From an optimization exercise on the open Yosys and OpenROAD flow, aimed at small area, a short achievable clock period and few clock cycles; shortcuts taken in it are not production practice. RTL that was checked went through simulation tests only; none was proved equivalent to the original.

==> flow/design.v (excerpt) <==
module SP_wocg(
	clk,
	rst_n,
	in_valid,
	in_data,
	in_mode,
	out_valid,
	out_data
);
Size in the first run: roughly 170 flip-flops, roughly 25 I/O pins, roughly 17000 um^2 of cells after synthesis.
export LEC_CHECK = 0
export ABC_AREA = 1
export ABC_CLOCK_PERIOD_IN_PS = 3500
export CAP_MARGIN = 20
export CORE_MARGIN = 2
export CORE_UTILIZATION = 55
export SETUP_SLACK_MARGIN = 4.0
export SLEW_MARGIN = 20
export SYNTH_MEMORY_MAX_BITS = 16384
export TNS_END_PERCENT = 5
create_clock -name core_clock -period 8.0 [get_ports {clk}]
run.sh (not shown) runs the stock make flow with config.mk's settings and CLKGATE_MAP_FILE= SYNTH_SCRIPT=/design/flow/synth_recipe.tcl, a recipe that flattens the netlist after the stock synthesis.
Rerun with:
Settings changed: CORE_UTILIZATION 55 to 40, SETUP_SLACK_MARGIN 4.0 to 3.9.
- The new run passed the timing, DRC and antenna checks
- cell area came out higher by 1.2%
- clock-buffer cell count stays the same
- sequential share of layout area came out lower by 0.27 points
- critical path depth came out lower by 1
- wire length came out higher by 2.6%
- via count came out lower by 4.0%
- worst setup slack hardly moves
- sequential cell count is unchanged
Rerun with:
Settings changed: SETUP_SLACK_MARGIN 3.9 to 4.0, TNS_END_PERCENT 5 to 0.
The changed run completed without violations.
Routed wire length is about the same.
Cell count stays flat.
Rerun with:
Settings changed: TNS_END_PERCENT 0 to 5.
What happened:
- wire length is about the same
- synthesized area is unchanged
- utilization goes up by 0.20 points
No run of this note included a check of the RTL's function; only the layout flow was run.

oak:
SP_wocg, a different RTL version from the one above (not shown whole).
For scale: about 2700 cells after synthesis, roughly 170 flip-flops, roughly 25 I/O pins.
Settings: LEC_CHECK=0, ABC_AREA=1, ABC_CLOCK_PERIOD_IN_PS=3500, CAP_MARGIN=20, CORE_MARGIN=2, CORE_UTILIZATION=40, CTS_BUF_LIST=sky130_fd_sc_hd__clkbuf_8, SETUP_SLACK_MARGIN=4.0, SLEW_MARGIN=20, SYNTH_MEMORY_MAX_BITS=16384, TNS_END_PERCENT=5; clock period 8.0 ns.
Testbench counts of oak, summed over its fixed seeds: cycles 6,421.
## Diff of input files: pine against oak
Settings: an added CTS_CLUSTER_SIZE of 10.
Results
Count of clock tree sinks: oak vs pine identical
The setup slack after placement on pine is in line with that on oak.
Status: area growth from synthesis to final layout parity (oak, pine)
Setup changes, pine to birch
Settings: changing CORE_UTILIZATION from 40 to 50; removing CTS_CLUSTER_SIZE (formerly 10); removing CTS_BUF_LIST (formerly sky130_fd_sc_hd__clkbuf_8).
Results
- Having completed the whole flow, birch delivered a layout that passed the timing, DRC and antenna checks.
- birch against pine: met2 usage grew by 8.1 points, post-detailed-placement half-perimeter wirelength shrank by about 4%, area of the core region fell by about 20%.
- When birch is measured against pine, its clock network area share turns out 1.2 points higher.
- Of birch and pine, pine shows the lower overall track demand over capacity in global routing, with birch above it.
- | proportion of synthesized flip-flops having asynchronous set or reset | birch vs pine | ≈ equal |
diff inputs: birch => maple
Settings: CORE_UTILIZATION: 50 -> 40.
- birch → maple: number of port buffers was more or less identical, number of inserted diodes saw a decrease, maximum clock path buffer count about even, total congestion overflow was more or less identical.
- Post-synthesis to final-layout area growth (higher): maple

== lane 1 ==
SP_wocg, a different RTL version from the one above (not shown whole).
Size in the first run: ~3000 cells after synthesis, roughly 200 flip-flops, about 25 I/O pins, about 19000 um^2 of cells after synthesis.
==> flow/config.mk <==
export PLATFORM = sky130hd
export DESIGN_NAME = SP_wocg
export DESIGN_NICKNAME = SP_wocg
export VERILOG_FILES = /design/flow/design.v
export SDC_FILE = /design/flow/constraint.sdc
export NUM_CORES = 4
export LEC_CHECK = 0
export ABC_AREA = 1
export ABC_CLOCK_PERIOD_IN_PS = 3500
export CAP_MARGIN = 20
export CORE_MARGIN = 2
export CORE_UTILIZATION = 40
export SETUP_SLACK_MARGIN = 4.0
export SLEW_MARGIN = 20
export SYNTH_MEMORY_MAX_BITS = 16384
export TNS_END_PERCENT = 5
==> flow/constraint.sdc <==
create_clock -name core_clock -period 8.0 [get_ports {clk}]
set_input_delay 1.6000 -clock core_clock [delete_from_list [all_inputs] [get_ports {clk}]]
set_output_delay 1.6000 -clock core_clock [all_outputs]
set_load 0.01 [all_outputs]
Modified inputs, lane 2 compared to lane 1
- swapping 4.0 for 4.4 in SETUP_SLACK_MARGIN
- Compared with lane 1, lane 2 shows cell count of the worst reg-to-reg path that has gone down by a few percent.
- From lane 1 to lane 2 the numbers moved as follows: fraction of area in multi-input gates down 0.52 points; total area of sequential cells flat; met3 track demand over resource in global routing down 0.19 points; met2 track utilization from global routing up 2.8 points.
- When lane 2 is set beside lane 1, its wire length turns out to be about 3% larger.
- ~same clock network latency to the later pin of the worst-skew pair in lane 2 and lane 1
- Changes observed in lane 2 relative to lane 1: layout clock buffer count climbed 6, clock edge transition at the registers on the reported setup and hold paths barely changed.
Function was not checked in any run of this note: the RTL went through the layout flow alone.

## old
SP_wocg, a different RTL version from the one above (not shown whole).
For scale: roughly 2800 cells after synthesis, ~200 flip-flops, about 25 I/O pins, roughly 0.018 sq mm of cells after synthesis.
Design SP_wocg, start of the top module:
module SP_wocg(
	clk,
	rst_n,
	in_valid,
	in_data,
	in_mode,
	out_valid,
	out_data
);
make LEC_CHECK=0 ABC_AREA=1 ABC_CLOCK_PERIOD_IN_PS=3000 CAP_MARGIN=20 CORE_MARGIN=2 CORE_UTILIZATION=40 SETUP_SLACK_MARGIN=5.0 SLEW_MARGIN=20 SYNTH_MEMORY_MAX_BITS=16384 finish   # period 8.0 ns
Testbench counts of old, summed over its fixed seeds: cycles 6,715.
The following lists how new was set up differently from old:
- a change of SETUP_SLACK_MARGIN from 5.0 to 4.0
- a change of ABC_CLOCK_PERIOD_IN_PS from 3000 to 4000
Results
Between old and new, number of gates resized after CTS is higher for old, new comes in under that.
new | status: complete | timing, DRC, antenna: pass

Another version of the RTL of SP_wocg (not shown whole).
Size: roughly 3300 cells after synthesis.
Settings: LEC_CHECK=0, ABC_AREA=1, ABC_CLOCK_PERIOD_IN_PS=3500, CAP_MARGIN=20, CORE_MARGIN=2, CORE_UTILIZATION=40, SLEW_MARGIN=20, SYNTH_MEMORY_MAX_BITS=16384; clock period 8.0 ns.
Edit:
--- a/flow/config.mk
+++ b/flow/config.mk
@@ -11,4 +11,6 @@
 export CORE_MARGIN = 2
 export CORE_UTILIZATION = 40
+export SETUP_SLACK_MARGIN = 4.5
 export SLEW_MARGIN = 20
 export SYNTH_MEMORY_MAX_BITS = 16384
+export TNS_END_PERCENT = 5
=>
- cell area rose by roughly a tenth
- fmax rose by well over a third
- clock-buffer cell count is unchanged
- area after synthesis is unchanged
No run of this note included a check of the RTL's function; only the layout flow was run.

== v26 ==
SP_wocg, a different RTL version from the one above (not shown whole).
Size in the first run: roughly 180 flip-flops, roughly 25 I/O pins, about 18000 µm² of cells after synthesis.
Design SP_wocg, start of the top module:
module SP_wocg(
	clk,
	rst_n,
	in_valid,
	in_data,
	in_mode,
	out_valid,
	out_data
);
input clk, rst_n, in_valid;
input [2:0] in_mode;
input [8:0] in_data;
output reg out_valid;
output reg [8:0] out_data;
integer k;
function [8:0] qadd;     
	input [8:0] x, y;
	reg [9:0] s, s2;
	begin
		s  = {2'b0, x[7:0]} + {2'b0, y[7:0]};
		s2 = {2'b0, x[7:0]} + {2'b0, y[7:0]} + 10'd258;   
		if (s2[9]) qadd = {~(x[8] ^ y[8]), s2[7:0]};
		else       qadd = {x[8] ^ y[8], s[7:0]};
	end
endfunction
function [8:0] qsub;     
	input [8:0] x, y;
	reg [8:0] d, d2;
	begin
		d  = {1'b0, x[7:0]} - {1'b0, y[7:0]};
		d2 = {1'b0, x[7:0]} - {1'b0, y[7:0]} + 9'd254;
		if (d[8]) qsub = {~(x[8] ^ y[8]), d2[7:0]};
		else      qsub = {x[8] ^ y[8], d[7:0]};
	end
endfunction
function [8:0] maddq;    
	input [8:0] x, y;
	input       n;
	reg [9:0] s, s1;
	begin
		s  = {1'b0, x} + {1'b0, y ^ {9{n}}} + {9'd0, n};    
		s1 = s + (n ? 10'd509 : 10'd3);                     
  ...
==> flow/config.mk <==
export PLATFORM = sky130hd
export DESIGN_NAME = SP_wocg
export DESIGN_NICKNAME = SP_wocg
export VERILOG_FILES = /design/flow/design.v
export SDC_FILE = /design/flow/constraint.sdc
export NUM_CORES = 4
export LEC_CHECK = 0
export ABC_AREA = 1
export ABC_CLOCK_PERIOD_IN_PS = 3500
export CAP_MARGIN = 20
export CORE_MARGIN = 2
export CORE_UTILIZATION = 40
export SETUP_SLACK_MARGIN = 3.8
export SLEW_MARGIN = 20
export SYNTH_MEMORY_MAX_BITS = 16384
export TNS_END_PERCENT = 5
==> flow/constraint.sdc <==
create_clock -name core_clock -period 8.0 [get_ports {clk}]
set_input_delay 1.6000 -clock core_clock [delete_from_list [all_inputs] [get_ports {clk}]]
set_output_delay 1.6000 -clock core_clock [all_outputs]
set_load 0.01 [all_outputs]
v26: flow completed, timing, DRC and antenna clean
Modified inputs, v4 compared to v26
-- flow/config.mk --
<<< v26, line 12
export CORE_UTILIZATION = 40
export SETUP_SLACK_MARGIN = 3.8
export SLEW_MARGIN = 20
>>> v4, line 12
export CORE_UTILIZATION = 40
export SETUP_SLACK_MARGIN = 4.0
export SLEW_MARGIN = 20
## What came out
v4 has sequential share of layout area below what v26 had. Delta (v4 minus v26): routed wire length now sits higher, length in cells of the worst reg-to-reg path went down. From v26 to v4 the numbers moved as follows: aggregate global-route resource usage picked up an extra 1.3 points; number of storage elements in the synthesis netlist neither gained nor lost much. On fraction of final layout cells with drive strength greater than 1, the higher figure sits with v4, not v26. Run comparison: v26 end point of the critical path nlog_r[4]; v4 end point of the critical path nlog_r[6]. NOTE: number of buffers inserted by post-CTS setup repair in v4 exceeds that of v26. Compared with v26, v4 ends up with more cell area.
No functional check of the RTL was part of any run of this note.

[static timing again, ports no longer ideal]
Ports are ideal in the flow. The routed layouts listed here were re-timed in OpenROAD.
Step 1 assumes that a clkbuf_16 drives the clock port and a buf_2 every other input.
Step 2 times the ports against the registers' clock, not the clock port: input delays grow and output delays shrink by t, the midpoint of the rising clock arrivals with the driver on.
a / b / c = no drivers / after step 1 / after step 2; a / b = the first two.
run | t, ns | setup slack, ns | worst setup path at the end | latest minus earliest clock arrival (ns) | cell pins on the clock port's net
the first run of note 1 | 0.497 | 3.789 / 3.823 / 3.326 | input to register | 0.017 / 0.018 | 1
the second run of note 1 | 0.488 | 3.788 / 3.819 / 3.330 | input to register | 0.017 / 0.017 | 1
the third run of note 1 | 0.485 | 3.956 / 3.976 / 3.491 | input to register | 0.017 / 0.016 | 1
the fourth run of note 1 | 0.485 | 3.951 / 3.974 / 3.489 | input to register | 0.015 / 0.015 | 1
oak | 0.559 | 3.993 / 4.024 / 3.464 | input to register | 0.032 / 0.033 | 1
pine | 0.559 | 3.993 / 4.024 / 3.464 | input to register | 0.032 / 0.033 | 1
birch | 0.496 | 3.982 / 4.011 / 3.515 | input to register | 0.016 / 0.016 | 1
maple | 0.505 | 3.987 / 4.017 / 3.512 | input to register | 0.021 / 0.020 | 1
lane 1 | 0.605 | 4.023 / 4.063 / 3.458 | input to register | 0.034 / 0.034 | 1
lane 2 | 0.599 | 4.077 / 4.110 / 3.511 | input to register | 0.018 / 0.017 | 1
old | 0.510 | 3.360 / 3.360 / 3.360 | register to register | 0.013 / 0.014 | 1
new | 0.498 | 3.285 / 3.285 / 3.285 | register to register | 0.021 / 0.020 | 1
the first run of note 5 | 0.603 | 2.432 / 2.461 / 1.858 | input to register | 0.026 / 0.025 | 1
the second run of note 5 | 0.601 | 4.437 / 4.437 / 3.874 | input to register | 0.029 / 0.029 | 1
v26 | 0.492 | 3.748 / 3.768 / 3.276 | input to register | 0.026 / 0.027 | 1
v4 | 0.498 | 3.989 / 4.015 / 3.517 | input to register | 0.025 / 0.024 | 1
After both steps setup and hold are still met in every run listed. For the first run of note 5, which loses most, drivers alone change the setup slack by +0.029 ns; drivers and shift together by -0.574 ns.
